Context: an optimization exercise on an open-source flow, tuned for small area, a short achievable clock period and few clock cycles. The choices shown serve that exercise and are no tape-out recipe.
Function was checked by simulation only, so behaviour that the tests miss may differ from the original.

--- flow/run.sh ---
#!/bin/bash
set -euo pipefail
bash standard.sh SETUP_SLACK_MARGIN=6.2 finish > standard.log 2>&1
--- standard.sh ---
#!/bin/bash
# synth_recipe.tcl (not shown) runs the flow's synth.tcl, then flattens the netlist and writes it again
# the make line also repeats each setting of config.mk as NAME=value (left out here)
make -C /OpenROAD-flow-scripts/flow DESIGN_CONFIG=/design/flow/config.mk WORK_HOME=/design/flow/orfs CLKGATE_MAP_FILE= SYNTH_SCRIPT=/design/flow/synth_recipe.tcl "${@:-finish}"
--- config.mk ---
export PLATFORM = sky130hd
export DESIGN_NAME = lmfe_top
export DESIGN_NICKNAME = lmfe_top
export VERILOG_FILES = /design/flow/design.v
export SDC_FILE = /design/flow/constraint.sdc
export NUM_CORES = 4
export LEC_CHECK = 0
export CAP_MARGIN = 20
export CORE_MARGIN = 2
export CORE_UTILIZATION = 55
export CTS_CLUSTER_DIAMETER = 60
export CTS_CLUSTER_SIZE = 24
export PLACE_DENSITY = 0.7
export SLEW_MARGIN = 20
--- constraint.sdc ---
create_clock -name core_clock -period 10.0 [get_ports {clk}]
set_input_delay 2.0000 -clock core_clock [delete_from_list [all_inputs] [get_ports {clk}]]
set_output_delay 2.0000 -clock core_clock [all_outputs]
set_load 0.01 [all_outputs]
--- design.v ---
module lmfe_med49 (
	clk,
	INS,
	PIX,
	TR,
	INIT,
	PRE,
	PRE2,
	ZF,
	MED
);
input			clk;
input	[7:0]	INS;
input	[7:0]	PIX;	 
input	[2:0]	TR;		 
input			INIT;	 
input			PRE;	 
input			PRE2;	 
input			ZF;		 
output	[7:0]	MED;	 
reg		[7:0]	slot [0:55];
reg		[55:0]	flag;
reg		[4:0]	L;		 
reg		[6:0]	T00, T01, T02, T03;	 
reg		[6:0]	T10, T11, T12, T13;	 
reg				sel;	 
reg				d7;
reg		[5:0]	mb;		 
integer			p;
reg		[6:0]	ins_rot;
always @ * begin
	case (TR)
		3'd0: ins_rot = {INS[5:0], INS[6]};
		3'd1: ins_rot = {INS[4:0], INS[6:5]};
		3'd2: ins_rot = {INS[3:0], INS[6:4]};
		3'd3: ins_rot = {INS[2:0], INS[6:3]};
		3'd4: ins_rot = {INS[1:0], INS[6:2]};
		3'd5: ins_rot = {INS[0], INS[6:1]};
		default: ins_rot = INS[6:0];
	endcase
end
wire			init = INIT;
wire			ge0, ge1;
lmfe_ge25 i_g0 (.R0(T00), .R1(T01), .R2(T02), .R3(T03), .GE(ge0));
lmfe_ge25 i_g1 (.R0(T10), .R1(T11), .R2(T12), .R3(T13), .GE(ge1));
wire			dec0 = sel ? ge0 : ge1;	 
wire	[6:0]	tc0 = sel ? T00 : T10;
wire	[6:0]	tc1 = sel ? T01 : T11;
wire	[6:0]	tc2 = sel ? T02 : T12;
wire	[6:0]	tc3 = sel ? T03 : T13;
wire	[6:0]	tcur;
lmfe_add4 i_tc (.R0(tc0), .R1(tc1), .R2(tc2), .R3(tc3), .S(tcur));
reg		[5:0]	QZ, ZP;
wire	[5:0]	zpn = QZ + {5'd0, ~slot[0][7]} + {5'd0, ~PIX[7]} - {5'd0, ~slot[48][7]} - {5'd0, ~slot[47][7]};
reg				lt25, lt24;		 
wire	[5:0]	zn = ZP + {5'd0, ~slot[0][7]};
wire			d7n = slot[0][7] ? lt25 : lt24;	 
reg				ia, ib, ic, ic1;
always @ (posedge clk) begin
	ia <= PRE;
	ib <= (TR == 3'd5);
	ic1 <= PRE2;
	ic <= ic1;
end
reg		[56:0]	x0, x1;
reg				ix;
always @ * begin
	for (p = 0; p < 56; p = p + 1) begin
		ix = (p < 12) ? init : (p < 24) ? ia : (p < 36) ? ib : (p < 48) ? ic : 1'b0;
		x0[p] = ~slot[p][5] & ((flag[p] & ~slot[p][6]) | (ix & ~slot[p][7]));
		x1[p] = ~slot[p][5] & ((flag[p] & slot[p][6]) | (ix & slot[p][7]));
	end
	x0[56] = init & ~PIX[7] & ~PIX[6];
	x1[56] = init & PIX[7] & ~PIX[6];
end
wire	[4:0]	e0 = init ? 5'd0 : L;
wire	[6:0]	e10 = init ? {1'b0, ZP} : tc0;
wire	[6:0]	e11 = init ? {6'd0, ~slot[0][7]} : tc1;
wire	[6:0]	e12 = init ? 7'd0 : tc2;
wire	[6:0]	e13 = init ? 7'd0 : tc3;
wire	[6:0]	n00, n01, n02, n03, n10, n11, n12, n13;
lmfe_cnt0 i_c0 (.x(x0), .E(e0), .R0(n00), .R1(n01), .R2(n02), .R3(n03));
lmfe_cnt1 i_c1 (.x(x1), .E0(e10), .E1(e11), .E2(e12), .E3(e13), .R0(n10), .R1(n11), .R2(n12), .R3(n13));
assign MED = {d7, mb, ~dec0};
always @ (posedge clk) begin
	slot[0] <= {INS[7], ins_rot};
	for (p = 0; p < 55; p = p + 1)
		slot[p+1] <= {slot[p][7], slot[p][5:0], slot[p][6]};
	mb <= {mb[4:0], ~dec0};
	T00 <= n00;
	T01 <= n01;
	T02 <= n02;
	T03 <= n03;
	T10 <= n10;
	T11 <= n11;
	T12 <= n12;
	T13 <= n13;
	sel <= init ? ~d7n : dec0;
	if (init) begin
		flag[0] <= (PIX[7] == d7n);
		for (p = 0; p < 48; p = p + 1)
			flag[p+1] <= (slot[p][7] == d7n);
		for (p = 48; p < 55; p = p + 1)
			flag[p+1] <= 1'b0;
		d7 <= d7n;
		L  <= d7n ? zn[4:0] : 5'd0;
	end else begin
		flag[0] <= 1'b0;
		for (p = 0; p < 55; p = p + 1)
			flag[p+1] <= flag[p] & (slot[p][6] ^ dec0) & ~PRE;
		if (!dec0) L <= tcur[4:0];
	end
	ZP <= zpn;
	lt25 <= (zpn < 6'd25);
	lt24 <= (zpn < 6'd24);
	if (ZF)
		QZ <= 6'd48;
	else
		QZ <= QZ + {5'd0, ~slot[0][7]} - {5'd0, ~slot[48][7]};
end
endmodule
module lmfe_cnt0 (x, E, R0, R1, R2, R3);
input [56:0] x;
input [4:0] E;
output [6:0] R0;
output [6:0] R1;
output [6:0] R2;
output [6:0] R3;
wire s1;
wire c2;
assign s1 = x[0] ^ x[1] ^ x[2];
assign c2 = (x[0] & x[1]) | (x[0] & x[2]) | (x[1] & x[2]);
wire s3;
wire c4;
assign s3 = x[3] ^ x[4] ^ x[5];
assign c4 = (x[3] & x[4]) | (x[3] & x[5]) | (x[4] & x[5]);
wire s5;
wire c6;
assign s5 = x[6] ^ x[7] ^ x[8];
assign c6 = (x[6] & x[7]) | (x[6] & x[8]) | (x[7] & x[8]);
wire s7;
wire c8;
assign s7 = x[9] ^ x[10] ^ x[11];
assign c8 = (x[9] & x[10]) | (x[9] & x[11]) | (x[10] & x[11]);
wire s9;
wire c10;
assign s9 = x[12] ^ x[13] ^ x[14];
assign c10 = (x[12] & x[13]) | (x[12] & x[14]) | (x[13] & x[14]);
wire s11;
wire c12;
assign s11 = x[15] ^ x[16] ^ x[17];
assign c12 = (x[15] & x[16]) | (x[15] & x[17]) | (x[16] & x[17]);
wire s13;
wire c14;
assign s13 = x[18] ^ x[19] ^ x[20];
assign c14 = (x[18] & x[19]) | (x[18] & x[20]) | (x[19] & x[20]);
wire s15;
wire c16;
assign s15 = x[21] ^ x[22] ^ x[23];
assign c16 = (x[21] & x[22]) | (x[21] & x[23]) | (x[22] & x[23]);
wire s17;
wire c18;
assign s17 = x[24] ^ x[25] ^ x[26];
assign c18 = (x[24] & x[25]) | (x[24] & x[26]) | (x[25] & x[26]);
wire s19;
wire c20;
assign s19 = x[27] ^ x[28] ^ x[29];
assign c20 = (x[27] & x[28]) | (x[27] & x[29]) | (x[28] & x[29]);
wire s21;
wire c22;
assign s21 = x[30] ^ x[31] ^ x[32];
assign c22 = (x[30] & x[31]) | (x[30] & x[32]) | (x[31] & x[32]);
wire s23;
wire c24;
assign s23 = x[33] ^ x[34] ^ x[35];
assign c24 = (x[33] & x[34]) | (x[33] & x[35]) | (x[34] & x[35]);
wire s25;
wire c26;
assign s25 = x[36] ^ x[37] ^ x[38];
assign c26 = (x[36] & x[37]) | (x[36] & x[38]) | (x[37] & x[38]);
wire s27;
wire c28;
assign s27 = x[39] ^ x[40] ^ x[41];
assign c28 = (x[39] & x[40]) | (x[39] & x[41]) | (x[40] & x[41]);
wire s29;
wire c30;
assign s29 = x[42] ^ x[43] ^ x[44];
assign c30 = (x[42] & x[43]) | (x[42] & x[44]) | (x[43] & x[44]);
wire s31;
wire c32;
assign s31 = x[45] ^ x[46] ^ x[47];
assign c32 = (x[45] & x[46]) | (x[45] & x[47]) | (x[46] & x[47]);
wire s33;
wire c34;
assign s33 = x[48] ^ x[49] ^ x[50];
assign c34 = (x[48] & x[49]) | (x[48] & x[50]) | (x[49] & x[50]);
wire s35;
wire c36;
assign s35 = x[51] ^ x[52] ^ x[53];
assign c36 = (x[51] & x[52]) | (x[51] & x[53]) | (x[52] & x[53]);
wire s37;
wire c38;
assign s37 = x[54] ^ x[55] ^ x[56];
assign c38 = (x[54] & x[55]) | (x[54] & x[56]) | (x[55] & x[56]);
wire s39;
wire c40;
assign s39 = E[0] ^ s1;
assign c40 = E[0] & s1;
wire s41;
wire c42;
assign s41 = E[1] ^ c2 ^ c4;
assign c42 = (E[1] & c2) | (E[1] & c4) | (c2 & c4);
wire s43;
wire c44;
assign s43 = s3 ^ s5 ^ s7;
assign c44 = (s3 & s5) | (s3 & s7) | (s5 & s7);
wire s45;
wire c46;
assign s45 = s9 ^ s11 ^ s13;
assign c46 = (s9 & s11) | (s9 & s13) | (s11 & s13);
wire s47;
wire c48;
assign s47 = s15 ^ s17 ^ s19;
assign c48 = (s15 & s17) | (s15 & s19) | (s17 & s19);
wire s49;
wire c50;
assign s49 = c6 ^ c8 ^ c10;
assign c50 = (c6 & c8) | (c6 & c10) | (c8 & c10);
wire s51;
wire c52;
assign s51 = c12 ^ c14 ^ c16;
assign c52 = (c12 & c14) | (c12 & c16) | (c14 & c16);
wire s53;
wire c54;
assign s53 = c18 ^ c20 ^ c22;
assign c54 = (c18 & c20) | (c18 & c22) | (c20 & c22);
wire s55;
wire c56;
assign s55 = c24 ^ c26 ^ c28;
assign c56 = (c24 & c26) | (c24 & c28) | (c26 & c28);
wire s57;
wire c58;
assign s57 = c30 ^ c32;
assign c58 = c30 & c32;
wire s59;
wire c60;
assign s59 = s21 ^ s23 ^ s25;
assign c60 = (s21 & s23) | (s21 & s25) | (s23 & s25);
wire s61;
wire c62;
assign s61 = s27 ^ s29 ^ s31;
assign c62 = (s27 & s29) | (s27 & s31) | (s29 & s31);
wire s63;
wire c64;
assign s63 = c34 ^ c36 ^ c38;
assign c64 = (c34 & c36) | (c34 & c38) | (c36 & c38);
wire s65;
wire c66;
assign s65 = c40 ^ s41 ^ c44;
assign c66 = (c40 & s41) | (c40 & c44) | (s41 & c44);
wire s67;
wire c68;
assign s67 = c46 ^ c48 ^ s49;
assign c68 = (c46 & c48) | (c46 & s49) | (c48 & s49);
wire s69;
wire c70;
assign s69 = E[2] ^ c42;
assign c70 = E[2] & c42;
wire s71;
wire c72;
assign s71 = s33 ^ s35 ^ s37;
assign c72 = (s33 & s35) | (s33 & s37) | (s35 & s37);
wire s73;
wire c74;
assign s73 = s39 ^ s43;
assign c74 = s39 & s43;
wire s75;
wire c76;
assign s75 = s51 ^ s53 ^ s55;
assign c76 = (s51 & s53) | (s51 & s55) | (s53 & s55);
wire s77;
wire c78;
assign s77 = s57 ^ c60 ^ c62;
assign c78 = (s57 & c60) | (s57 & c62) | (c60 & c62);
wire s79;
wire c80;
assign s79 = s63 ^ s65;
assign c80 = s63 & s65;
wire s81;
wire c82;
assign s81 = c50 ^ c52 ^ c54;
assign c82 = (c50 & c52) | (c50 & c54) | (c52 & c54);
wire s83;
wire c84;
assign s83 = c56 ^ c58 ^ c64;
assign c84 = (c56 & c58) | (c56 & c64) | (c58 & c64);
wire s85;
wire c86;
assign s85 = c66 ^ c68 ^ s69;
assign c86 = (c66 & c68) | (c66 & s69) | (c68 & s69);
wire s87;
wire c88;
assign s87 = s45 ^ s47 ^ s59;
assign c88 = (s45 & s47) | (s45 & s59) | (s47 & s59);
wire s89;
wire c90;
assign s89 = s67 ^ c72 ^ c74;
assign c90 = (s67 & c72) | (s67 & c74) | (c72 & c74);
wire s91;
wire c92;
assign s91 = s75 ^ s77;
assign c92 = s75 & s77;
wire s93;
wire c94;
assign s93 = c76 ^ c78 ^ c80;
assign c94 = (c76 & c78) | (c76 & c80) | (c78 & c80);
wire s95;
wire c96;
assign s95 = s81 ^ s83 ^ s85;
assign c96 = (s81 & s83) | (s81 & s85) | (s83 & s85);
wire s97;
wire c98;
assign s97 = E[3] ^ c70 ^ c82;
assign c98 = (E[3] & c70) | (E[3] & c82) | (c70 & c82);
wire s99;
wire c100;
assign s99 = c84 ^ c86;
assign c100 = c84 & c86;
assign R0 = {1'b0, 1'b0, E[4], c94, c90, s79, s61};
assign R1 = {1'b0, 1'b0, c98, c96, c92, c88, s71};
assign R2 = {1'b0, 1'b0, c100, s97, s93, s89, s73};
assign R3 = {1'b0, 1'b0, 1'b0, s99, s95, s91, s87};
endmodule
module lmfe_cnt1 (x, E0, E1, E2, E3, R0, R1, R2, R3);
input [56:0] x;
input [6:0] E0;
input [6:0] E1;
input [6:0] E2;
input [6:0] E3;
output [6:0] R0;
output [6:0] R1;
output [6:0] R2;
output [6:0] R3;
wire s1;
wire c2;
assign s1 = x[0] ^ x[1] ^ x[2];
assign c2 = (x[0] & x[1]) | (x[0] & x[2]) | (x[1] & x[2]);
wire s3;
wire c4;
assign s3 = x[3] ^ x[4] ^ x[5];
assign c4 = (x[3] & x[4]) | (x[3] & x[5]) | (x[4] & x[5]);
wire s5;
wire c6;
assign s5 = x[6] ^ x[7] ^ x[8];
assign c6 = (x[6] & x[7]) | (x[6] & x[8]) | (x[7] & x[8]);
wire s7;
wire c8;
assign s7 = x[9] ^ x[10] ^ x[11];
assign c8 = (x[9] & x[10]) | (x[9] & x[11]) | (x[10] & x[11]);
wire s9;
wire c10;
assign s9 = x[12] ^ x[13] ^ x[14];
assign c10 = (x[12] & x[13]) | (x[12] & x[14]) | (x[13] & x[14]);
wire s11;
wire c12;
assign s11 = x[15] ^ x[16] ^ x[17];
assign c12 = (x[15] & x[16]) | (x[15] & x[17]) | (x[16] & x[17]);
wire s13;
wire c14;
assign s13 = x[18] ^ x[19] ^ x[20];
assign c14 = (x[18] & x[19]) | (x[18] & x[20]) | (x[19] & x[20]);
wire s15;
wire c16;
assign s15 = x[21] ^ x[22] ^ x[23];
assign c16 = (x[21] & x[22]) | (x[21] & x[23]) | (x[22] & x[23]);
wire s17;
wire c18;
assign s17 = x[24] ^ x[25] ^ x[26];
assign c18 = (x[24] & x[25]) | (x[24] & x[26]) | (x[25] & x[26]);
wire s19;
wire c20;
assign s19 = x[27] ^ x[28];
assign c20 = x[27] & x[28];
wire s21;
wire c22;
assign s21 = x[29] ^ x[30] ^ x[31];
assign c22 = (x[29] & x[30]) | (x[29] & x[31]) | (x[30] & x[31]);
wire s23;
wire c24;
assign s23 = x[32] ^ x[33] ^ x[34];
assign c24 = (x[32] & x[33]) | (x[32] & x[34]) | (x[33] & x[34]);
wire s25;
wire c26;
assign s25 = x[35] ^ x[36] ^ x[37];
assign c26 = (x[35] & x[36]) | (x[35] & x[37]) | (x[36] & x[37]);
wire s27;
wire c28;
assign s27 = x[38] ^ x[39] ^ x[40];
assign c28 = (x[38] & x[39]) | (x[38] & x[40]) | (x[39] & x[40]);
wire s29;
wire c30;
assign s29 = x[41] ^ x[42] ^ x[43];
assign c30 = (x[41] & x[42]) | (x[41] & x[43]) | (x[42] & x[43]);
wire s31;
wire c32;
assign s31 = x[44] ^ x[45] ^ x[46];
assign c32 = (x[44] & x[45]) | (x[44] & x[46]) | (x[45] & x[46]);
wire s33;
wire c34;
assign s33 = x[47] ^ x[48] ^ x[49];
assign c34 = (x[47] & x[48]) | (x[47] & x[49]) | (x[48] & x[49]);
wire s35;
wire c36;
assign s35 = x[50] ^ x[51] ^ x[52];
assign c36 = (x[50] & x[51]) | (x[50] & x[52]) | (x[51] & x[52]);
wire s37;
wire c38;
assign s37 = x[53] ^ x[54] ^ x[55];
assign c38 = (x[53] & x[54]) | (x[53] & x[55]) | (x[54] & x[55]);
wire s39;
wire c40;
assign s39 = x[56] ^ E0[0] ^ E1[0];
assign c40 = (x[56] & E0[0]) | (x[56] & E1[0]) | (E0[0] & E1[0]);
wire s41;
wire c42;
assign s41 = E2[0] ^ E3[0] ^ s1;
assign c42 = (E2[0] & E3[0]) | (E2[0] & s1) | (E3[0] & s1);
wire s43;
wire c44;
assign s43 = s3 ^ s5;
assign c44 = s3 & s5;
wire s45;
wire c46;
assign s45 = E0[1] ^ E1[1] ^ E2[1];
assign c46 = (E0[1] & E1[1]) | (E0[1] & E2[1]) | (E1[1] & E2[1]);
wire s47;
wire c48;
assign s47 = E3[1] ^ c2 ^ c4;
assign c48 = (E3[1] & c2) | (E3[1] & c4) | (c2 & c4);
wire s49;
wire c50;
assign s49 = c6 ^ c8 ^ c10;
assign c50 = (c6 & c8) | (c6 & c10) | (c8 & c10);
wire s51;
wire c52;
assign s51 = c12 ^ c14;
assign c52 = c12 & c14;
wire s53;
wire c54;
assign s53 = s7 ^ s9 ^ s11;
assign c54 = (s7 & s9) | (s7 & s11) | (s9 & s11);
wire s55;
wire c56;
assign s55 = s13 ^ s15 ^ s17;
assign c56 = (s13 & s15) | (s13 & s17) | (s15 & s17);
wire s57;
wire c58;
assign s57 = s19 ^ s21 ^ s23;
assign c58 = (s19 & s21) | (s19 & s23) | (s21 & s23);
wire s59;
wire c60;
assign s59 = c16 ^ c18 ^ c20;
assign c60 = (c16 & c18) | (c16 & c20) | (c18 & c20);
wire s61;
wire c62;
assign s61 = c22 ^ c24 ^ c26;
assign c62 = (c22 & c24) | (c22 & c26) | (c24 & c26);
wire s63;
wire c64;
assign s63 = c28 ^ c30 ^ c32;
assign c64 = (c28 & c30) | (c28 & c32) | (c30 & c32);
wire s65;
wire c66;
assign s65 = c34 ^ c36 ^ c38;
assign c66 = (c34 & c36) | (c34 & c38) | (c36 & c38);
wire s67;
wire c68;
assign s67 = c40 ^ c42;
assign c68 = c40 & c42;
wire s69;
wire c70;
assign s69 = s25 ^ s27 ^ s29;
assign c70 = (s25 & s27) | (s25 & s29) | (s27 & s29);
wire s71;
wire c72;
assign s71 = s31 ^ s33 ^ s35;
assign c72 = (s31 & s33) | (s31 & s35) | (s33 & s35);
wire s73;
wire c74;
assign s73 = c44 ^ s45 ^ s47;
assign c74 = (c44 & s45) | (c44 & s47) | (s45 & s47);
wire s75;
wire c76;
assign s75 = s49 ^ s51 ^ c54;
assign c76 = (s49 & s51) | (s49 & c54) | (s51 & c54);
wire s77;
wire c78;
assign s77 = c56 ^ c58 ^ s59;
assign c78 = (c56 & c58) | (c56 & s59) | (c58 & s59);
wire s79;
wire c80;
assign s79 = E0[2] ^ E1[2] ^ E2[2];
assign c80 = (E0[2] & E1[2]) | (E0[2] & E2[2]) | (E1[2] & E2[2]);
wire s81;
wire c82;
assign s81 = E3[2] ^ c46 ^ c48;
assign c82 = (E3[2] & c46) | (E3[2] & c48) | (c46 & c48);
wire s83;
wire c84;
assign s83 = c50 ^ c52 ^ c60;
assign c84 = (c50 & c52) | (c50 & c60) | (c52 & c60);
wire s85;
wire c86;
assign s85 = c62 ^ c64;
assign c86 = c62 & c64;
wire s87;
wire c88;
assign s87 = s37 ^ s39 ^ s41;
assign c88 = (s37 & s39) | (s37 & s41) | (s39 & s41);
wire s89;
wire c90;
assign s89 = s43 ^ s53;
assign c90 = s43 & s53;
wire s91;
wire c92;
assign s91 = s61 ^ s63 ^ s65;
assign c92 = (s61 & s63) | (s61 & s65) | (s63 & s65);
wire s93;
wire c94;
assign s93 = s67 ^ c70 ^ c72;
assign c94 = (s67 & c70) | (s67 & c72) | (c70 & c72);
wire s95;
wire c96;
assign s95 = s73 ^ s75;
assign c96 = s73 & s75;
wire s97;
wire c98;
assign s97 = c66 ^ c68 ^ c74;
assign c98 = (c66 & c68) | (c66 & c74) | (c68 & c74);
wire s99;
wire c100;
assign s99 = c76 ^ c78 ^ s79;
assign c100 = (c76 & c78) | (c76 & s79) | (c78 & s79);
wire s101;
wire c102;
assign s101 = s81 ^ s83 ^ s85;
assign c102 = (s81 & s83) | (s81 & s85) | (s83 & s85);
wire s103;
wire c104;
assign s103 = E0[3] ^ E1[3] ^ E2[3];
assign c104 = (E0[3] & E1[3]) | (E0[3] & E2[3]) | (E1[3] & E2[3]);
wire s105;
wire c106;
assign s105 = E3[3] ^ c80 ^ c82;
assign c106 = (E3[3] & c80) | (E3[3] & c82) | (c80 & c82);
wire s107;
wire c108;
assign s107 = c84 ^ c86;
assign c108 = c84 & c86;
wire s109;
wire c110;
assign s109 = E0[4] ^ E1[4];
assign c110 = E0[4] & E1[4];
wire s111;
wire c112;
assign s111 = s55 ^ s57 ^ s69;
assign c112 = (s55 & s57) | (s55 & s69) | (s57 & s69);
wire s113;
wire c114;
assign s113 = s77 ^ c88 ^ c90;
assign c114 = (s77 & c88) | (s77 & c90) | (c88 & c90);
wire s115;
wire c116;
assign s115 = s91 ^ s93;
assign c116 = s91 & s93;
wire s117;
wire c118;
assign s117 = c92 ^ c94 ^ c96;
assign c118 = (c92 & c94) | (c92 & c96) | (c94 & c96);
wire s119;
wire c120;
assign s119 = s97 ^ s99 ^ s101;
assign c120 = (s97 & s99) | (s97 & s101) | (s99 & s101);
wire s121;
wire c122;
assign s121 = c98 ^ c100 ^ c102;
assign c122 = (c98 & c100) | (c98 & c102) | (c100 & c102);
wire s123;
wire c124;
assign s123 = s103 ^ s105 ^ s107;
assign c124 = (s103 & s105) | (s103 & s107) | (s105 & s107);
wire s125;
wire c126;
assign s125 = E2[4] ^ E3[4] ^ c104;
assign c126 = (E2[4] & E3[4]) | (E2[4] & c104) | (E3[4] & c104);
wire s127;
wire c128;
assign s127 = c106 ^ c108 ^ s109;
assign c128 = (c106 & c108) | (c106 & s109) | (c108 & s109);
wire s129;
wire c130;
assign s129 = E0[5] ^ E1[5] ^ E2[5];
assign c130 = (E0[5] & E1[5]) | (E0[5] & E2[5]) | (E1[5] & E2[5]);
wire s131;
wire c132;
assign s131 = E3[5] ^ c110;
assign c132 = E3[5] & c110;
wire s133;
wire c134;
assign s133 = E0[6] ^ E1[6] ^ E2[6];
assign c134 = (E0[6] & E1[6]) | (E0[6] & E2[6]) | (E1[6] & E2[6]);
assign R0 = {E3[6], c126, c122, c118, c114, s95, s71};
assign R1 = {c130, c128, c124, c120, c116, c112, s87};
assign R2 = {c132, s129, s125, s121, s117, s113, s89};
assign R3 = {s133, s131, s127, s123, s119, s115, s111};
endmodule
module lmfe_ge25 (R0, R1, R2, R3, GE);
input [6:0] R0;
input [6:0] R1;
input [6:0] R2;
input [6:0] R3;
output GE;
wire s1;
wire c2;
assign s1 = R0[0] ^ R1[0];
assign c2 = R0[0] & R1[0];
wire s3;
wire c4;
assign s3 = R0[1] ^ R1[1] ^ R2[1];
assign c4 = (R0[1] & R1[1]) | (R0[1] & R2[1]) | (R1[1] & R2[1]);
wire s5;
wire c6;
assign s5 = R0[2] ^ R1[2] ^ R2[2];
assign c6 = (R0[2] & R1[2]) | (R0[2] & R2[2]) | (R1[2] & R2[2]);
wire s7;
wire c8;
assign s7 = R0[3] ^ R1[3] ^ R2[3];
assign c8 = (R0[3] & R1[3]) | (R0[3] & R2[3]) | (R1[3] & R2[3]);
wire s9;
wire c10;
assign s9 = R0[4] ^ R1[4] ^ R2[4];
assign c10 = (R0[4] & R1[4]) | (R0[4] & R2[4]) | (R1[4] & R2[4]);
wire s11;
wire c12;
assign s11 = R0[5] ^ R1[5] ^ R2[5];
assign c12 = (R0[5] & R1[5]) | (R0[5] & R2[5]) | (R1[5] & R2[5]);
wire s13;
wire c14;
assign s13 = R0[6] ^ R1[6] ^ R2[6];
assign c14 = (R0[6] & R1[6]) | (R0[6] & R2[6]) | (R1[6] & R2[6]);
wire s15;
wire c16;
assign s15 = R2[0] ^ R3[0];
assign c16 = R2[0] & R3[0];
wire s17;
wire c18;
assign s17 = R3[1] ^ c2 ^ s3;
assign c18 = (R3[1] & c2) | (R3[1] & s3) | (c2 & s3);
wire s19;
wire c20;
assign s19 = R3[2] ^ c4 ^ s5;
assign c20 = (R3[2] & c4) | (R3[2] & s5) | (c4 & s5);
wire s21;
wire c22;
assign s21 = R3[3] ^ c6 ^ s7;
assign c22 = (R3[3] & c6) | (R3[3] & s7) | (c6 & s7);
wire s23;
wire c24;
assign s23 = R3[4] ^ c8 ^ s9;
assign c24 = (R3[4] & c8) | (R3[4] & s9) | (c8 & s9);
wire s25;
wire c26;
assign s25 = R3[5] ^ c10 ^ s11;
assign c26 = (R3[5] & c10) | (R3[5] & s11) | (c10 & s11);
wire s27;
wire c28;
assign s27 = R3[6] ^ c12 ^ s13;
assign c28 = (R3[6] & c12) | (R3[6] & s13) | (c12 & s13);
wire [6:0] P = {c26, c24, c22, c20, c18, c16, s1};
wire [6:0] Q = {s27, s25, s23, s21, s19, s17, s15};
wire [7:0] u, v;   
assign v[0] = 1'b0;
assign u[0] = ~(P[0] ^ Q[0]);
assign v[1] = P[0] | Q[0];
assign u[1] = ~(P[1] ^ Q[1]);
assign v[2] = P[1] | Q[1];
assign u[2] = ~(P[2] ^ Q[2]);
assign v[3] = P[2] | Q[2];
assign u[3] = P[3] ^ Q[3];
assign v[4] = P[3] & Q[3];
assign u[4] = P[4] ^ Q[4];
assign v[5] = P[4] & Q[4];
assign u[5] = ~(P[5] ^ Q[5]);
assign v[6] = P[5] | Q[5];
assign u[6] = ~(P[6] ^ Q[6]);
assign v[7] = P[6] | Q[6];
assign u[7] = 1'b0;
wire [6:0] G0, P0;
assign G0[0] = u[0] & v[0];
assign P0[0] = u[0] | v[0];
assign G0[1] = u[1] & v[1];
assign P0[1] = u[1] | v[1];
assign G0[2] = u[2] & v[2];
assign P0[2] = u[2] | v[2];
assign G0[3] = u[3] & v[3];
assign P0[3] = u[3] | v[3];
assign G0[4] = u[4] & v[4];
assign P0[4] = u[4] | v[4];
assign G0[5] = u[5] & v[5];
assign P0[5] = u[5] | v[5];
assign G0[6] = u[6] & v[6];
assign P0[6] = u[6] | v[6];
wire [6:0] G1, P1;
assign G1[0] = G0[0];
assign P1[0] = P0[0];
assign G1[1] = G0[1] | (P0[1] & G0[0]);
assign P1[1] = P0[1] & P0[0];
assign G1[2] = G0[2] | (P0[2] & G0[1]);
assign P1[2] = P0[2] & P0[1];
assign G1[3] = G0[3] | (P0[3] & G0[2]);
assign P1[3] = P0[3] & P0[2];
assign G1[4] = G0[4] | (P0[4] & G0[3]);
assign P1[4] = P0[4] & P0[3];
assign G1[5] = G0[5] | (P0[5] & G0[4]);
assign P1[5] = P0[5] & P0[4];
assign G1[6] = G0[6] | (P0[6] & G0[5]);
assign P1[6] = P0[6] & P0[5];
wire [6:0] G2, P2;
assign G2[0] = G1[0];
assign P2[0] = P1[0];
assign G2[1] = G1[1];
assign P2[1] = P1[1];
assign G2[2] = G1[2] | (P1[2] & G1[0]);
assign P2[2] = P1[2] & P1[0];
assign G2[3] = G1[3] | (P1[3] & G1[1]);
assign P2[3] = P1[3] & P1[1];
assign G2[4] = G1[4] | (P1[4] & G1[2]);
assign P2[4] = P1[4] & P1[2];
assign G2[5] = G1[5] | (P1[5] & G1[3]);
assign P2[5] = P1[5] & P1[3];
assign G2[6] = G1[6] | (P1[6] & G1[4]);
assign P2[6] = P1[6] & P1[4];
wire [6:0] G3, P3;
assign G3[0] = G2[0];
assign P3[0] = P2[0];
assign G3[1] = G2[1];
assign P3[1] = P2[1];
assign G3[2] = G2[2];
assign P3[2] = P2[2];
assign G3[3] = G2[3];
assign P3[3] = P2[3];
assign G3[4] = G2[4] | (P2[4] & G2[0]);
assign P3[4] = P2[4] & P2[0];
assign G3[5] = G2[5] | (P2[5] & G2[1]);
assign P3[5] = P2[5] & P2[1];
assign G3[6] = G2[6] | (P2[6] & G2[2]);
assign P3[6] = P2[6] & P2[2];
assign GE = v[7] ^ G3[6];
endmodule
module lmfe_add4 (R0, R1, R2, R3, S);
input [6:0] R0;
input [6:0] R1;
input [6:0] R2;
input [6:0] R3;
output [6:0] S;
wire s1;
wire c2;
assign s1 = R0[0] ^ R1[0];
assign c2 = R0[0] & R1[0];
wire s3;
wire c4;
assign s3 = R0[1] ^ R1[1] ^ R2[1];
assign c4 = (R0[1] & R1[1]) | (R0[1] & R2[1]) | (R1[1] & R2[1]);
wire s5;
wire c6;
assign s5 = R0[2] ^ R1[2] ^ R2[2];
assign c6 = (R0[2] & R1[2]) | (R0[2] & R2[2]) | (R1[2] & R2[2]);
wire s7;
wire c8;
assign s7 = R0[3] ^ R1[3] ^ R2[3];
assign c8 = (R0[3] & R1[3]) | (R0[3] & R2[3]) | (R1[3] & R2[3]);
wire s9;
wire c10;
assign s9 = R0[4] ^ R1[4] ^ R2[4];
assign c10 = (R0[4] & R1[4]) | (R0[4] & R2[4]) | (R1[4] & R2[4]);
wire s11;
wire c12;
assign s11 = R0[5] ^ R1[5] ^ R2[5];
assign c12 = (R0[5] & R1[5]) | (R0[5] & R2[5]) | (R1[5] & R2[5]);
wire s13;
wire c14;
assign s13 = R0[6] ^ R1[6] ^ R2[6];
assign c14 = (R0[6] & R1[6]) | (R0[6] & R2[6]) | (R1[6] & R2[6]);
wire s15;
wire c16;
assign s15 = R2[0] ^ R3[0];
assign c16 = R2[0] & R3[0];
wire s17;
wire c18;
assign s17 = R3[1] ^ c2 ^ s3;
assign c18 = (R3[1] & c2) | (R3[1] & s3) | (c2 & s3);
wire s19;
wire c20;
assign s19 = R3[2] ^ c4 ^ s5;
assign c20 = (R3[2] & c4) | (R3[2] & s5) | (c4 & s5);
wire s21;
wire c22;
assign s21 = R3[3] ^ c6 ^ s7;
assign c22 = (R3[3] & c6) | (R3[3] & s7) | (c6 & s7);
wire s23;
wire c24;
assign s23 = R3[4] ^ c8 ^ s9;
assign c24 = (R3[4] & c8) | (R3[4] & s9) | (c8 & s9);
wire s25;
wire c26;
assign s25 = R3[5] ^ c10 ^ s11;
assign c26 = (R3[5] & c10) | (R3[5] & s11) | (c10 & s11);
wire s27;
wire c28;
assign s27 = R3[6] ^ c12 ^ s13;
assign c28 = (R3[6] & c12) | (R3[6] & s13) | (c12 & s13);
assign S = {c26, c24, c22, c20, c18, c16, s1} + {s27, s25, s23, s21, s19, s17, s15};
endmodule
module lmfe_filter_ctrl (
	clk,
	RST,
	IEN,
	DIN,
	Q,
	MED,
	A,
	D,
	CEN,
	WEN,
	INS,
	PIX,
	TR,
	INIT,
	PRE,
	PRE2,
	ZF,
	DOUT,
	OV,
	BZ
);
input			clk;
input			RST;
input			IEN;
input	[7:0]	DIN;
input	[7:0]	Q;
input	[7:0]	MED;
output	[9:0]	A;
output	[7:0]	D;
output			CEN;
output			WEN;
output	[7:0]	INS;
output	[7:0]	PIX;
output	[2:0]	TR;
output			INIT;
output			PRE;
output			PRE2;
output			ZF;
output	[7:0]	DOUT;
output			OV;
output			BZ;
localparam ST_IDL  = 2'd0;
localparam ST_LOAD = 2'd1;
localparam ST_RUN  = 2'd2;
localparam ST_END  = 2'd3;
reg		[9:0]	A;
reg		[7:0]	D;
reg				CEN;
reg				WEN;
reg		[7:0]	DOUT;
reg				OV;
reg				BZ;
reg		[1:0]	state;
reg		[2:0]	t;		 
reg		[7:0]	j;		 
reg		[7:0]	y;		 
reg				v1, v2;	 
reg				d1, d2;	 
reg				pv;		 
reg				okA, okB;	 
reg				INIT;		 
reg				PRE;		 
reg				PRE2;		 
wire	run = (state == ST_RUN);
wire	col_in = ~j[7];						 
wire	[7:0] yt = y + {5'd0, t};			 
wire	rd_ok = run && col_in && (t != 3'd6) && (yt >= 8'd3) && (yt <= 8'd130);
wire	wr_ok = run && col_in && (y <= 8'd124);
wire	[2:0] rrow = y[2:0] + t + 3'd5;		 
wire	[2:0] wrow = y[2:0] + 3'd3;			 
wire	last_load = (y[1:0] == 2'd2) && (j[6:0] == 7'd127);
wire	last_col = (j == 8'd130);
assign TR = (t >= 3'd2) ? (t - 3'd2) : (t + 3'd5);
assign ZF = ~run;
assign INS = v2 ? (d2 ? D : Q) : 8'd0;
assign PIX = pv ? D : 8'd0;
always @ (posedge clk, posedge RST) begin
	if (RST) begin
		state <= ST_IDL;
		CEN <= 1'b1;
		WEN <= 1'b1;
		OV <= 1'b0;
		BZ <= 1'b0;
		okA <= 1'b0;
		okB <= 1'b0;
	end else begin
		OV <= 1'b0;
		case (state)
			ST_IDL: begin
				CEN <= ~IEN;
				WEN <= ~IEN;
				if (IEN) state <= ST_LOAD;	 
			end
			ST_LOAD: begin
				CEN <= 1'b0;
				WEN <= 1'b0;
				if (last_load) begin
					BZ <= 1'b1;
					state <= ST_RUN;
				end
			end
			ST_RUN: begin
				CEN <= (t == 3'd6) ? ~wr_ok : ~rd_ok;
				WEN <= (t != 3'd6);
				BZ <= ~((t == 3'd4) && wr_ok);
				if (t == 3'd1) OV <= okB;
				if (t == 3'd6) begin
					okA <= (j >= 8'd3) && ~y[7];
					okB <= okA;
				end
				if ((y == 8'd128) && (j == 8'd1) && (t == 3'd1))
					state <= ST_END;
			end
			ST_END: begin
				CEN <= 1'b1;
				WEN <= 1'b1;
				BZ <= 1'b1;
			end
		endcase
	end
end
always @ (posedge clk) begin
	v2 <= v1;
	d2 <= d1;
	v1 <= 1'b0;
	d1 <= 1'b0;
	INIT <= run && (t == 3'd0);
	PRE <= run && (t == 3'd6);
	PRE2 <= run && (t == 3'd5);
	case (state)
		ST_IDL: begin
			pv <= 1'b0;
			A <= 10'd0;
			D <= DIN;
			j <= 8'd1;
			y <= 8'd0;
		end
		ST_LOAD: begin
			A <= {1'b0, y[1:0], j[6:0]};
			D <= DIN;
			{y[1:0], j[6:0]} <= {y[1:0], j[6:0]} + 9'd1;
			if (last_load) begin
				t <= 3'd0;
				j <= 8'd0;
				y <= 8'd0;
			end
		end
		ST_RUN: begin
			if (t == 3'd6) begin
				A <= {wrow, j[6:0]};
				pv <= wr_ok;
				v1 <= wr_ok;
				d1 <= 1'b1;
			end else begin
				A <= {rrow, j[6:0]};
				v1 <= rd_ok;
			end
			if (t == 3'd5) D <= DIN;
			if (t == 3'd6) begin
				t <= 3'd0;
				if (last_col) begin
					j <= 8'd0;
					y <= y + 8'd1;
				end else begin
					j <= j + 8'd1;
				end
			end else begin
				t <= t + 3'd1;
			end
		end
		default: begin
			A <= {rrow, j[6:0]};
		end
	endcase
	DOUT <= MED;	 
end
endmodule
module lmfe_top (
	clk,
	reset,
	Din,
	in_en,
	busy,
	out_valid,
	Dout,
	sram_a,
	sram_d,
	sram_cen,
	sram_wen,
	sram_q
);
input			clk;
input			reset;
input	[7:0]	Din;
input			in_en;
output			busy;
output			out_valid;
output	[7:0]	Dout;
output	[9:0]	sram_a;
output	[7:0]	sram_d;
output			sram_cen;
output			sram_wen;
input	[7:0]	sram_q;
wire	[7:0]	ins;
wire	[7:0]	pix;
wire	[2:0]	tr;
wire			init;
wire			pre;
wire			pre2;
wire			zforce;
wire	[7:0]	med;
lmfe_filter_ctrl i_lmfe_filter_ctrl (
	.clk	(clk),
	.RST	(reset),
	.IEN	(in_en),
	.DIN	(Din),
	.Q		(sram_q),
	.MED	(med),
	.A		(sram_a),
	.D		(sram_d),
	.CEN	(sram_cen),
	.WEN	(sram_wen),
	.INS	(ins),
	.PIX	(pix),
	.TR		(tr),
	.INIT	(init),
	.PRE	(pre),
	.PRE2	(pre2),
	.ZF		(zforce),
	.DOUT	(Dout),
	.OV		(out_valid),
	.BZ		(busy)
);
lmfe_med49 i_lmfe_med49 (
	.clk	(clk),
	.INS	(ins),
	.PIX	(pix),
	.TR		(tr),
	.INIT	(init),
	.PRE	(pre),
	.PRE2	(pre2),
	.ZF		(zforce),
	.MED	(med)
);
endmodule
==> notes.md, run 1 <==
1st-iter DRT viols=940; Worst Setup Start Kind=flip-flop; Detail Route Antenna Nets=0; Avg WL per Cell=17.2 um; Hold Path Origin=i_lmfe_med49.slot[47][4]$_DFF_P_; Synth top area share=0.507; Yosys reg bits=615; reg-to-reg startpoint=i_lmfe_filter_ctrl.INIT$_DFF_P_; Syn-to-layout area delta=10.9%; Num CTS Buffers=40; Crit Path Class=reg2reg; GRT Overall Usage=0.211; Worst EP required=10.47 ns; Setup violations, final=0; die width=207 um; biggest area consumer among synthesized cells=dfxtp_1; vias in the first global route=13.5k; M1 WL=19.9 mm; CTS Buffer Depth=3; cell area after layout=0.0251 sq mm; Row Count=74; worst-path maximum fanout=30; Max-Slew Margin vs Limit=0.367; Inserted Diodes=0; Initial Util=0.555; dpl cells=2432; ys async rst share=0.0130; first-pass GRT wire length=69.9 mm; setup TNS=0 ns; Initial DRT Pass Iterations=5; Routed WL=43.3 mm; IO Pins=49; Max H-tree Level=2; antenna violations before repair=2; DRC viols=0; Post-Syn Nets=2125; worst setup path start=i_lmfe_filter_ctrl.INIT$_DFF_P_; synthesized cell area=0.0226 sq mm; pin count of the biggest net entering global routing=93; final cycle utilization of the critical path=0.375; Max Slew Vio Count=0; Nets=2175; Seq/Total Area, Yosys=0.562; Synth Flop Type=dfxtp_1; root buffer cell=clkbuf_16; outcome=no timing/DRC/antenna violations; vias per cell=5.19; CP Capture Type=flip-flop; unrepaired setup endpoints after global routing=true; Finished Layout Cells=2508; Mapped Avg Cell Area=11.9 sq um; met3 WL=2.08 mm; core area=0.0407 sq mm; skew final=0.0275 ns; Hold Buf Count CTS=0; count leader, synth=dfxtp_1; port bufs=48; Placed Area=0.0235 sq mm; worst-skew pair later-pin latency=0.59 ns; ranking of synthesized cells by area=dfxtp_1 51%, fa_1 11%, edfxtp_1 4.5%, ha_1 4.3%, nand2_1 3.3%; Least-Margin Pin Slew=0.948 ns; Syn. warnings=3; die height=207 um; vias=13.0k; Core Util, Final=0.615; clock slew at reported path FFs=0.09 ns; CTS tree=done; detailed placer's ending HPWL=30.2 mm; Post-synth top cells=573 x dfxtp_1, 197 x nand2_1, 169 x inv_1; max cap viols=0; worst hold path class=reg2reg; CTS Sinks=615; die area=0.0427 sq mm; layout cells sized above 1=0.0769; top layer used by detailed routing=met4; post-synthesis instance total=1902; final hold violation count=0; EDFF count, synth=34; Distinct cells, synth=62; achievable clock frequency=267 MHz; min cycle time layout=3.75 ns; critical path arrival=4.22 ns; RD Place Congestion=0.872; total grt overflow=0; DR WL met2=20.0 mm
==> cell usage in the layout, fill, tap and decap left out, types with 47 or more instances in the layout <==
master / n
a21oi_1: 69
clkdlybuf4s50_1: 48
fa_1: 126
xnor2_1: 73
ha_1: 78
nor2_1: 47
inv_1: 169
nand2_1: 197
dfxtp_1: 571
nand2b_1: 98
==> state kept, by name, indices dropped and copies added (netlist names), 7 cells and up <==
signal	flops
i_lmfe_filter_ctrl.D	8
i_lmfe_med49.T13	7
i_lmfe_med49.slot	426
i_lmfe_filter_ctrl.A	10
i_lmfe_filter_ctrl.y	8
i_lmfe_med49.T10	7
i_lmfe_med49.flag	56
i_lmfe_med49.T11	7
i_lmfe_med49.T12	7
i_lmfe_filter_ctrl.j	8
==> per-layer routing <==
layer,global-route usage,up-vias
met1,0.285,6309
met5,0,-
met4,0.0689,0
met3,0.0441,96
li1,-,6335
met2,0.341,284
==> worst max-delay path, stage by stage (launching register included) <==
cell	delay, ns
dfxtp_2	0.33
inv_1	0.68
o21ai_0	0.22
nand2b_1	0.14
fa_1	0.46
fa_1	0.45
fa_1	0.38
inv_1	0.11
fa_1	0.41
fa_1	0.44
==> repair_timing <==
| item | in CTS | in global routing |
|---|---|---|
| pin swaps | 3 | 4 |
| gates resized for setup | 8 | 9 |
| buffers inserted | 2 | 5 |
| gates cloned | 3 | 0 |
| endpoints found under the setup margin | 51 | 61 |
==> cells by family after synthesis <==
| logic type | after synthesis | share of synthesized area |
|---|---|---|
| flip-flops | 615 | 0.562 |
| AND/OR/NAND/NOR | 470 | 0.103 |
| AO/OA/AOI/OAI | 255 | 0.0838 |
| buffers and inverters | 226 | 0.0421 |
| adder cells (fa/ha/maj) | 205 | 0.155 |
| XOR/XNOR | 92 | 0.0356 |
| multiplexers | 39 | 0.0184 |
==> stage by stage <==
step / hold WS, ns / setup slack (ns)
global placement: 0.310 / 5.85
finish: 0.314 / 6.25
detailed placement: 0.312 / 5.74
floorplan: 0.310 / 6.29
CTS: 0.317 / 6.20
global route: 0.320 / 6.03
==> area by class of cell <==
cell class                      instances  area, sq um
Clock inverter                         23          310
Tap cell                              532          666
Multi-Input combinational cell       1064         9070
Inverter                              170          638
Timing Repair Buffer                   61          638
Sequential cell                       615        12700
Fill cell                            3207        15700
Clock buffer                           43         1040
==> path summary, 6_finish.rpt <==
check                                                     endpoint  slack (ns)  cells past startpoint
max in group asynchronous         i_lmfe_filter_ctrl.CEN$_DFF_PP1_        8.03                      2
min in group asynchronous  i_lmfe_filter_ctrl.state[1]$_DFFE_PP0P_        1.67                      2
hold / removal                    i_lmfe_med49.slot[48][5]$_DFF_P_        0.31                      0
hold reg to reg                   i_lmfe_med49.slot[48][5]$_DFF_P_        0.31                      0
setup reg to reg                       i_lmfe_med49.T03[2]$_DFF_P_        6.25                      9
setup / recovery                       i_lmfe_med49.T03[2]$_DFF_P_        6.25                      9
Testbench counts, summed over its fixed seeds: cycles 706,620.
==> run 2: changes to the inputs <==
==> flow/run.sh (replaced) <==
#!/bin/bash
set -euo pipefail
bash standard.sh SETUP_SLACK_MARGIN=6.8 finish > standard.log 2>&1
==> notes.md, run 2 <==
cell area after layout=0.0264 sq mm (+5.4%); Worst EP required=10.51 ns (+0.04 ns); Row Count=74 (unchanged); reg2reg setup slack=6.44 ns (+0.19 ns); Synth Flop Type=dfxtp_1; die area=0.0427 sq mm (unchanged); Placed Area=0.0235 sq mm (+0.16%); top flop regs=i_lmfe_med49.slot (426), i_lmfe_med49.flag (56), i_lmfe_filter_ctrl.A (10); CTS tree=done; Mapped Avg Cell Area=11.9 sq um (unchanged); reg-to-reg startpoint=i_lmfe_med49.T11[4]$_DFF_P_; biggest area consumer among synthesized cells=dfxtp_1; Detail Route Antenna Nets=0 (unchanged); WP buf/inv=5 (+3); Setup violations, final=0 (unchanged); 1st-iter DRT viols=870 (-7.4%); vias per cell=5.31 (+2.2%); total grt overflow=0 (unchanged); pin count of the biggest net entering global routing=28 (-70%); vias in the first global route=13.9k (+3.5%); clock slew at reported path FFs=0.09 ns (about the same); GRT Overall Usage=0.225 (+0.0141); setup TNS=0 ns (unchanged); vias=13.6k (+4.8%); first-pass GRT wire length=74.5 mm (+6.5%); worst-path maximum fanout=8 (-73%); crit path cell chain=inv_1, fa_1, fa_2, inv_1, ha_4, o221ai_4, or3_1, mux2i_1, o31ai_4, buf_4, buf_6, buf_16, o221ai_2; Max-Slew Margin vs Limit=0.362 (-0.00552); most used cell, CP=inv_1; largest stage delay on the critical path=0.54 ns (-0.14 ns); synthesized cell area=0.0226 sq mm (unchanged); Worst Setup Start Kind=flip-flop; Initial Util=0.555 (unchanged); worst-skew pair later-pin latency=0.60 ns (about the same); final hold violation count=0 (unchanged); Syn. warnings=3 (unchanged); ranking of synthesized cells by area=dfxtp_1 51%, fa_1 11%, edfxtp_1 4.5%, ha_1 4.3%, nand2_1 3.3%; outcome=no timing/DRC/antenna violations; Hold EP=i_lmfe_med49.slot[51][5]$_DFF_P_; Nets=2236 (+2.8%); Hold Buf Count CTS=0 (unchanged); Max Slew Vio Count=0 (unchanged); Max stage delay cell, worst path=fa_2; skew final=0.0247 ns (-0.00285 ns); delay-heaviest family, CP=adder cells; Largest register FFs=426 (unchanged); largest reg by FF count=i_lmfe_med49.slot; worst setup path start=i_lmfe_med49.T11[4]$_DFF_P_; Hold Crit Depth=0 (unchanged); core area=0.0407 sq mm (unchanged); Post-Syn Nets=2125 (unchanged); CTS Sinks=615 (unchanged); DRC viols=0 (unchanged); antenna violations before repair=0 (-2); post-synthesis instance total=1902 (unchanged); CP Capture Type=flip-flop; Yosys reg bits=615 (unchanged); EDFF count, synth=34 (unchanged); port bufs=48 (unchanged); Avg WL per Cell=18.4 um (+6.7%); die height=207 um (unchanged); r2r worst-path depth=13 (+4); Initial DRT Pass Iterations=5 (unchanged); Crit Path Class=reg2reg; ys async rst share=0.0130 (unchanged); max cap viols=0 (unchanged); Num CTS Buffers=41 (+2.5%); FF-to-FF End=i_lmfe_med49.flag[24]$_DFF_P_; die width=207 um (unchanged); Max H-tree Level=2 (unchanged); detailed placer's ending HPWL=29.8 mm (-1.3%); count leader, synth=dfxtp_1; dpl cells=2432 (unchanged); final cycle utilization of the critical path=0.356 (-0.0186); setup ws final=6.44 ns (+0.186 ns); Finished Layout Cells=2571 (+2.5%); Distinct cells, synth=62 (unchanged); Routed WL=47.3 mm (+9.4%); Syn-to-layout area delta=16.9%; IO Pins=49 (unchanged); commonest cells after routing, fill and taps aside=559 x dfxtp_1, 195 x nand2_1, 151 x inv_1; critical path arrival=4.07 ns (-0.15 ns); CTS Buffer Depth=3 (unchanged); achievable clock frequency=281 MHz (+5.2%); min cycle time layout=3.56 ns (-0.186 ns); Least-Margin Pin Slew=0.950 ns (+0.00201 ns); Hold Path Origin=i_lmfe_med49.slot[50][4]$_DFF_P_; unrepaired setup endpoints after global routing=true; Seq/Total Area, Yosys=0.562 (unchanged); DP Worst Slack=5.52 ns (-0.217 ns); commonest non-fill, non-tap cell in the layout=dfxtp_1; root buffer cell=clkbuf_16; Post-synth top cells=573 x dfxtp_1, 197 x nand2_1, 169 x inv_1; Synth top area share=0.507 (unchanged); layout cells sized above 1=0.171 (+0.0938); worst hold path class=reg2reg; RD Place Congestion=0.861 (-1.2%)
==> run 2: cell families after synthesis <==
family	count (synthesis)	synth area share
buffers and inverters	226	0.0421
AOI/OAI and AO/OA	255	0.0838
DFF	615	0.562
muxes	39	0.0184
and+or+nand+nor	470	0.103
adders and majority gates	205	0.155
xor gates and xnor gates	92	0.0356
==> run 2: worst reg2reg max path: stages, from the launching register on <==
cell      delay, ns
dfxtp_2        0.36
inv_1          0.06
fa_1           0.47
fa_2           0.54
inv_1          0.07
ha_4           0.29
o221ai_4       0.11
or3_1          0.39
mux2i_1        0.50
o31ai_4        0.15
buf_4          0.17
buf_6          0.13
buf_16         0.15
o221ai_2       0.12
==> run 2: area by class of cell <==
| cell class | instances | area (sq um) |
|---|---|---|
| diodes | 1 | 2.50 |
| clock buffers | 44 | 1070 |
| clock inverters | 24 | 409 |
| fillers | 2986 | 14300 |
| inverters | 170 | 642 |
| multi-input cells | 1063 | 9500 |
| flip-flops and latches | 615 | 12700 |
| well taps | 532 | 666 |
| repair buffers | 120 | 1400 |
| repair inverters | 2 | 15.0 |
==> run 2: how the worst max path moves through the flow <==
stage / end / slack [ns] / cells past startpoint
after floorplan: i_lmfe_med49.L[4]$_DFFE_PP_ / 6.78 / 13
after global placement: i_lmfe_med49.T03[2]$_DFF_P_ / 5.65 / 9
after detailed placement: i_lmfe_med49.T03[2]$_DFF_P_ / 5.52 / 9
after CTS: i_lmfe_med49.flag[24]$_DFF_P_ / 6.61 / 13
after global routing: i_lmfe_med49.flag[24]$_DFF_P_ / 6.30 / 13
final: i_lmfe_med49.flag[24]$_DFF_P_ / 6.44 / 13
==> run 2: stage by stage <==
step	hold WS [ns]	utilization
CTS	0.318	0.640
floorplan	0.310	-
detailed placement	0.312	0.578
finish	0.311	0.649
global route	0.319	0.649
global placement	0.310	0.577
==> run 2: metal layers <==
layer  track usage  part of all wire  vias to the layer above
li1              -                 -                     6459
met5             0                 0                        -
met4        0.0767             0.035                        0
met1         0.301              0.44                     6710
met3        0.0485             0.053                      105
met2         0.365              0.47                      370
==> run 2: what timing repair did <==
action,4_1_cts,5_1_grt
buffers inserted,45,11
endpoints found under the setup margin,126,96
cloned,14,0
resized for setup,185,89
pin swaps,46,41
==> run 3: changes to the inputs <==
==> flow/run.sh (replaced) <==
#!/bin/bash
set -euo pipefail
bash standard.sh SETUP_SLACK_MARGIN=6.6 finish > standard.log 2>&1
==> notes.md, run 3 <==
outcome=no timing/DRC/antenna violations; vias per cell=5.24 (-1.3%); layout cells sized above 1=0.114 (-0.0564); Max Slew Vio Count=0 (unchanged); Post-synth top cells=573 x dfxtp_1, 197 x nand2_1, 169 x inv_1; unrepaired setup endpoints after global routing=true; final cycle utilization of the critical path=0.345 (-0.0114); Crit Path Class=reg2reg; min cycle time layout=3.45 ns (-0.114 ns); Syn. warnings=3 (unchanged); Finished Layout Cells=2535 (-1.4%); worst-skew pair later-pin latency=0.58 ns (-0.02 ns); Max stage delay cell, worst path=fa_1; Syn-to-layout area delta=13.9%; setup ws final=6.55 ns (+0.114 ns); ys async rst share=0.0130 (unchanged); DP Worst Slack=5.75 ns (+0.229 ns); Synth Flop Type=dfxtp_1; biggest area consumer among synthesized cells=dfxtp_1; EDFF count, synth=34 (unchanged); Nets=2203 (-1.5%); critical path arrival=3.91 ns (-0.16 ns); commonest cells after routing, fill and taps aside=563 x dfxtp_1, 196 x nand2_1, 166 x inv_1; first-pass GRT wire length=71.8 mm (-3.6%); port bufs=48 (unchanged); antenna violations before repair=0 (unchanged); root buffer cell=clkbuf_16; largest stage delay on the critical path=0.56 ns (+0.02 ns); pin count of the biggest net entering global routing=47 (+68%); Post-Syn Nets=2125 (unchanged); Routed WL=45.2 mm (-4.5%); post-synthesis instance total=1902 (unchanged); Row Count=74 (unchanged); Setup violations, final=0 (unchanged); crit path cell chain=fa_1, inv_2, fa_1, ha_1, inv_2, o221ai_4, and3_4, or3_4, o31ai_4, buf_12, clkbuf_16, o221ai_2; Worst Setup Start Kind=flip-flop; vias in the first global route=13.8k (-1.3%); Max H-tree Level=2 (unchanged); total grt overflow=0 (unchanged); Seq/Total Area, Yosys=0.562 (unchanged); CTS tree=done; IO Pins=49 (unchanged); Worst EP required=10.46 ns (-0.05 ns); CTS Buffer Depth=3 (unchanged); vias=13.3k (-2.7%); Detail Route Antenna Nets=0 (unchanged); worst-path maximum fanout=8 (unchanged); RD Place Congestion=0.881 (+2.2%); Least-Margin Pin Slew=0.903 ns (-0.0467 ns); max cap viols=0 (unchanged); largest reg by FF count=i_lmfe_med49.slot; die area=0.0427 sq mm (unchanged); Initial Util=0.555 (unchanged); achievable clock frequency=290 MHz (+3.3%); Mapped Avg Cell Area=11.9 sq um (unchanged); die width=207 um (unchanged); skew final=0.0184 ns (-0.00632 ns); worst hold path class=reg2reg; commonest non-fill, non-tap cell in the layout=dfxtp_1; Inserted Diodes=0 (-1); core area=0.0407 sq mm (unchanged); Num CTS Buffers=41 (unchanged); top flop regs=i_lmfe_med49.slot (426), i_lmfe_med49.flag (56), i_lmfe_filter_ctrl.A (10); setup TNS=0 ns (unchanged); die height=207 um (unchanged); count leader, synth=dfxtp_1; Max-Slew Margin vs Limit=0.393 (+0.0314); clock slew at reported path FFs=0.08 ns (about the same); Hold Buf Count CTS=0 (unchanged); CP Capture Type=flip-flop; DRC viols=0 (unchanged); CTS Sinks=615 (unchanged); Yosys reg bits=615 (unchanged); Synth top area share=0.507 (unchanged); detailed placer's ending HPWL=29.8 mm (-0.25%); 1st-iter DRT viols=966 (+11%); GRT Overall Usage=0.217 (-0.00839); Initial DRT Pass Iterations=5 (unchanged); Avg WL per Cell=17.8 um (-3.1%); Distinct cells, synth=62 (unchanged); dpl cells=2431 (-0.041%); synthesized cell area=0.0226 sq mm (unchanged); Largest register FFs=426 (unchanged); ranking of synthesized cells by area=dfxtp_1 51%, fa_1 11%, edfxtp_1 4.5%, ha_1 4.3%, nand2_1 3.3%; final hold violation count=0 (unchanged)
## run 3: cell types whose count changed in the layout (fill, tap and decap cells not counted), moves of 8 or more
| cell | change |
|---|---|
| dlygate4sd2_1 | +25 |
| fa_1 | +25 |
| fa_2 | -25 |
| buf_6 | -15 |
| inv_1 | +15 |
| inv_2 | -15 |
| buf_2 | -9 |
| buf_4 | -9 |
| buf_12 | -8 |
## run 3: what timing repair did
item | in CTS | in global routing
gates cloned | 8 | 4
gates resized for setup | 63 | 60
endpoints found under the setup margin | 116 | 72
setup buffers | 24 | 2
pin swaps | 8 | 13
## run 3: layout make-up
class,instances,area (sq um)
fill,3106,15000
timing repair buffer,86,967
tap,532,666
timing repair inverter,2,12.5
inverter,170,642
clock inverter,22,335
sequential,615,12700
multi-input combinational,1064,9320
clock buffer,44,1100
## run 3: logic make-up after synthesis
family,Yosys count,synth area share
AOI/OAI and AO/OA,255,0.0838
xor gates and xnor gates,92,0.0356
muxes,39,0.0184
adders and majority gates,205,0.155
DFF,615,0.562
buffers and inverters,226,0.0421
and+or+nand+nor,470,0.103
## run 3: stage by stage
stage	area, sq um	utilization	hold WS, ns
3_3_place_gp	23500	0.577	0.310
2_1_floorplan	22600	-	0.310
3_5_place_dp	23500	0.577	0.312
6_report	25800	0.632	0.323
5_1_grt	25800	0.632	0.325
4_1_cts	25400	0.623	0.329
## run 3: path summary, 6_finish.rpt
check                                                       from                               end  slack [ns]  depth (start not counted)
min in group asynchronous                                  reset   i_lmfe_filter_ctrl.OV$_DFF_PP0_        1.68                          2
worst max register to register       i_lmfe_med49.T10[5]$_DFF_P_     i_lmfe_med49.flag[25]$_DFF_P_        6.55                         12
max in group asynchronous                                  reset  i_lmfe_filter_ctrl.CEN$_DFF_PP1_        8.02                          2
worst max-delay path                 i_lmfe_med49.T10[5]$_DFF_P_     i_lmfe_med49.flag[25]$_DFF_P_        6.55                         12
worst min-delay path            i_lmfe_med49.slot[52][4]$_DFF_P_  i_lmfe_med49.slot[53][5]$_DFF_P_        0.32                          0
worst min register to register  i_lmfe_med49.slot[52][4]$_DFF_P_  i_lmfe_med49.slot[53][5]$_DFF_P_        0.32                          0
## run 3: worst max-delay path: cells and delay by family, from the launching register on
family	cells	cell delay, ns
fa+ha+maj	3	1.33
simple gates	2	0.60
buf+inv	4	0.55
compound gates	3	0.50
flops	1	0.33
## run 3: layer usage
metal	routed length, um	vias to the layer above	global-route usage
met3	2420	105	0.0405
met4	1440	0	0.0671
li1	-	6401	-
met1	20400	6413	0.296
met2	20900	355	0.352
met5	0	-	0
==> run 4: changes to the inputs <==
--- a/config.mk
+++ b/config.mk
@@ -8,7 +8,7 @@
 export CAP_MARGIN = 20
 export CORE_MARGIN = 2
-export CORE_UTILIZATION = 55
+export CORE_UTILIZATION = 48
 export CTS_CLUSTER_DIAMETER = 60
 export CTS_CLUSTER_SIZE = 24
-export PLACE_DENSITY = 0.7
+export PLACE_DENSITY = 0.62
 export SLEW_MARGIN = 20
==> notes.md, run 4 <==
outcome=no timing/DRC/antenna violations; Max H-tree Level=2 (unchanged); Routed WL=45.2 mm (about the same); post-synthesis instance total=1902 (unchanged); layout cells sized above 1=0.116 (+0.00125); vias=13.1k (-1.2%); die width=221 um (+6.9%); Worst EP required=10.46 ns (about the same); Hold Crit Depth=0 (unchanged); pin count of the biggest net entering global routing=30 (-36%); Syn. warnings=3 (unchanged); Initial DRT Pass Iterations=4 (-1); DRC viols=0 (unchanged); Placed Area=0.0236 sq mm (+0.43%); top flop regs=i_lmfe_med49.slot (426), i_lmfe_med49.flag (56), i_lmfe_filter_ctrl.A (10); largest reg by FF count=i_lmfe_med49.slot; vias in the first global route=13.4k (-2.3%); CTS tree=done; Simple-Gate Fraction of Synth Area=0.103 (unchanged); vias per cell=5.00 (-4.5%); Mapped Avg Cell Area=11.9 sq um (unchanged); Least-Margin Pin Slew=0.852 ns (-0.0515 ns); core area=0.0466 sq mm (+14%); cell area after layout=0.0259 sq mm (+0.41%); ys async rst share=0.0130 (unchanged); Core Util, Final=0.556 (-0.0767); Seq/Total Area, Yosys=0.562 (unchanged); Worst Setup Start Kind=flip-flop; post-synthesis xor/xnor area fraction=0.0356 (unchanged); Inserted Diodes=0 (unchanged); ranking of synthesized cells by area=dfxtp_1 51%, fa_1 11%, edfxtp_1 4.5%, ha_1 4.3%, nand2_1 3.3%; setup TNS=0 ns (unchanged); Largest register FFs=426 (unchanged); Crit Path Class=reg2reg; antenna violations before repair=0 (unchanged); Nets=2212 (+0.41%); r2r worst-path depth=12 (unchanged); Post-Syn Nets=2125 (unchanged); mux contribution to synthesized area=0.0184 (unchanged); achievable clock frequency=292 MHz (+0.54%); die area=0.0489 sq mm (+14%); Synth top area share=0.507 (unchanged); worst-path maximum fanout=8 (unchanged); critical path arrival=3.89 ns (-0.02 ns); IO Pins=49 (unchanged); Layout fillers=3869 (+25%); worst hold path class=reg2reg; Avg WL per Cell=17.2 um (-3.3%); CTS Sinks=615 (unchanged); Detail Route Antenna Nets=0 (unchanged); GRT Overall Usage=0.184 (-0.0321); 1st-iter DRT viols=819 (-15%); Row Count=79 (+6.8%); synthesized cell area=0.0226 sq mm (unchanged); Max-Slew Margin vs Limit=0.428 (+0.0346); worst-skew pair later-pin latency=0.59 ns (about the same); clock slew at reported path FFs=0.09 ns (about the same); fraction of the mapped netlist area in adder cells=0.155 (unchanged); skew final=0.0238 ns (+0.00541 ns); RD Place Congestion=0.853 (-3.2%); total grt overflow=0 (unchanged); final hold violation count=0 (unchanged); Distinct cells, synth=62 (unchanged); Syn-to-layout area delta=14.4%; commonest non-fill, non-tap cell in the layout=dfxtp_1; Max Slew Vio Count=0 (unchanged); Synth Area in Compound Gates=0.0838 (unchanged); Num CTS Buffers=42 (+2.4%); count leader, synth=dfxtp_1; max cap viols=0 (unchanged); CP Capture Type=flip-flop; root buffer cell=clkbuf_16; port bufs=48 (unchanged); CTS Buffer Depth=3 (unchanged); Setup violations, final=0 (unchanged); final cycle utilization of the critical path=0.343 (-0.00186); detailed placer's ending HPWL=30.7 mm (+3.2%); commonest cells after routing, fill and taps aside=562 x dfxtp_1, 195 x nand2_1, 164 x inv_1; unrepaired setup endpoints after global routing=true; first-pass GRT wire length=71.8 mm (about the same); Yosys reg bits=615 (unchanged); EDFF count, synth=34 (unchanged); biggest area consumer among synthesized cells=dfxtp_1; Synth Flop Type=dfxtp_1; Initial Util=0.486 (-0.0693); Post-synth top cells=573 x dfxtp_1, 197 x nand2_1, 169 x inv_1; die height=221 um (+6.9%); min cycle time layout=3.43 ns (-0.0186 ns); largest family of logic cells by synthesized area=adder cells
run 4: cell count changes in the layout (fill, tap and decap cells not counted), sizes merged:
cell,change
buf,+11
inv,+6
bufbuf,-1
bufinv,-1
clkdlybuf4s15,+1
clkinv,-1
clkinvlp,-1
nand4,-1
run 4: layout make-up:
cell class,instances,area (sq um),share of cell area
clock buffers,46,1110,0.0428
flip-flops and latches,615,12700,0.492
repair inverters,2,12.5,0.000484
clock inverters,25,350,0.0135
multi-input cells,1063,9200,0.356
inverters,170,642,0.0248
repair buffers,95,1080,0.0416
well taps,607,759,0.0294
run 4: worst paths after layout:
check | startpoint | to | slack (ns)
max | i_lmfe_med49.T10[3]$_DFF_P_ | i_lmfe_med49.flag[17]$_DFF_P_ | 6.57
min in group asynchronous | reset | i_lmfe_filter_ctrl.OV$_DFF_PP0_ | 1.66
min | i_lmfe_med49.slot[13][4]$_DFF_P_ | i_lmfe_med49.slot[14][5]$_DFF_P_ | 0.31
max reg2reg | i_lmfe_med49.T10[3]$_DFF_P_ | i_lmfe_med49.flag[17]$_DFF_P_ | 6.57
max in group asynchronous | reset | i_lmfe_filter_ctrl.CEN$_DFF_PP1_ | 8.04
min reg2reg | i_lmfe_med49.slot[13][4]$_DFF_P_ | i_lmfe_med49.slot[14][5]$_DFF_P_ | 0.31
run 4: timing repair:
action	4_1_cts	5_1_grt
cloned	7	4
pin swaps	7	17
buffers inserted	22	12
hold buffers	0	0
gates resized for setup	72	43
endpoints found under the setup margin	122	64
run 4: cells by family after synthesis:
group | Yosys count
buffers and inverters | 226
AOI/OAI and AO/OA | 255
adders and majority gates | 205
xor gates and xnor gates | 92
DFF | 615
muxes | 39
and+or+nand+nor | 470
run 4: worst max-delay path, stage by stage, from the launching register on:
cell and delay, ns:
dfxtp_1 0.33, inv_1 0.06, fa_1 0.50, fa_1 0.51, inv_1 0.04, ha_1 0.30
a22oi_2 0.24, nor4_2 0.08, or3_4 0.42, o31ai_4 0.37, buf_6 0.20, buf_12 0.16
o221ai_1 0.10
run 4: metal layers:
layer  global-route usage  vias to the layer above  part of all wire
met3               0.0295                       81             0.041
met2                0.293                      249              0.46
li1                     -                     6428                 -
met5                    0                        -                 0
met1                0.253                     6363              0.47
met4               0.0753                        0             0.031
run 4: stage by stage:
stage / hold WS, ns / std cells / worst slack (ns)
3_5_place_dp: 0.312 / 2507 / 5.66
5_1_grt: 0.317 / 2623 / 6.48
2_1_floorplan: 0.310 / 1902 / 6.61
3_3_place_gp: 0.310 / 2507 / 5.75
6_report: 0.313 / 2623 / 6.57
4_1_cts: 0.316 / 2607 / 6.59

[afterwards: timing with drivers on the ports]
No port has a modelled driver above. Below, the same layouts with a new extraction and two added sets of constraints. Step 1 (the two cells are an assumption about what drives the block):
set clk [get_ports {clk}]
set_driving_cell -lib_cell sky130_fd_sc_hd__clkbuf_16 $clk
set_driving_cell -lib_cell sky130_fd_sc_hd__buf_2 [delete_from_list [all_inputs] $clk]
Step 2 also shifts input and output timing later by t, the mid clock arrival at the registers, as if the neighbouring blocks saw the same clock. Three values: ideal ports, drivers, drivers and shift; two values: the first two.
| run | t (ns) | slack for setup (ns) | worst setup path at the end |
|---|---|---|---|
| run 1 | 0.626 | 6.253 / 6.253 / 6.157 | input to register |
| run 2 | 0.637 | 6.439 / 6.439 / 6.249 | input to register |
| run 3 | 0.625 | 6.553 / 6.553 / 6.163 | input to register |
| run 4 | 0.635 | 6.571 / 6.571 / 6.280 | input to register |
After both steps setup and hold are still met in every run listed. The setup slack of run 3, which loses most, moves by 0.000 ns with the drivers and by -0.390 ns with both steps.
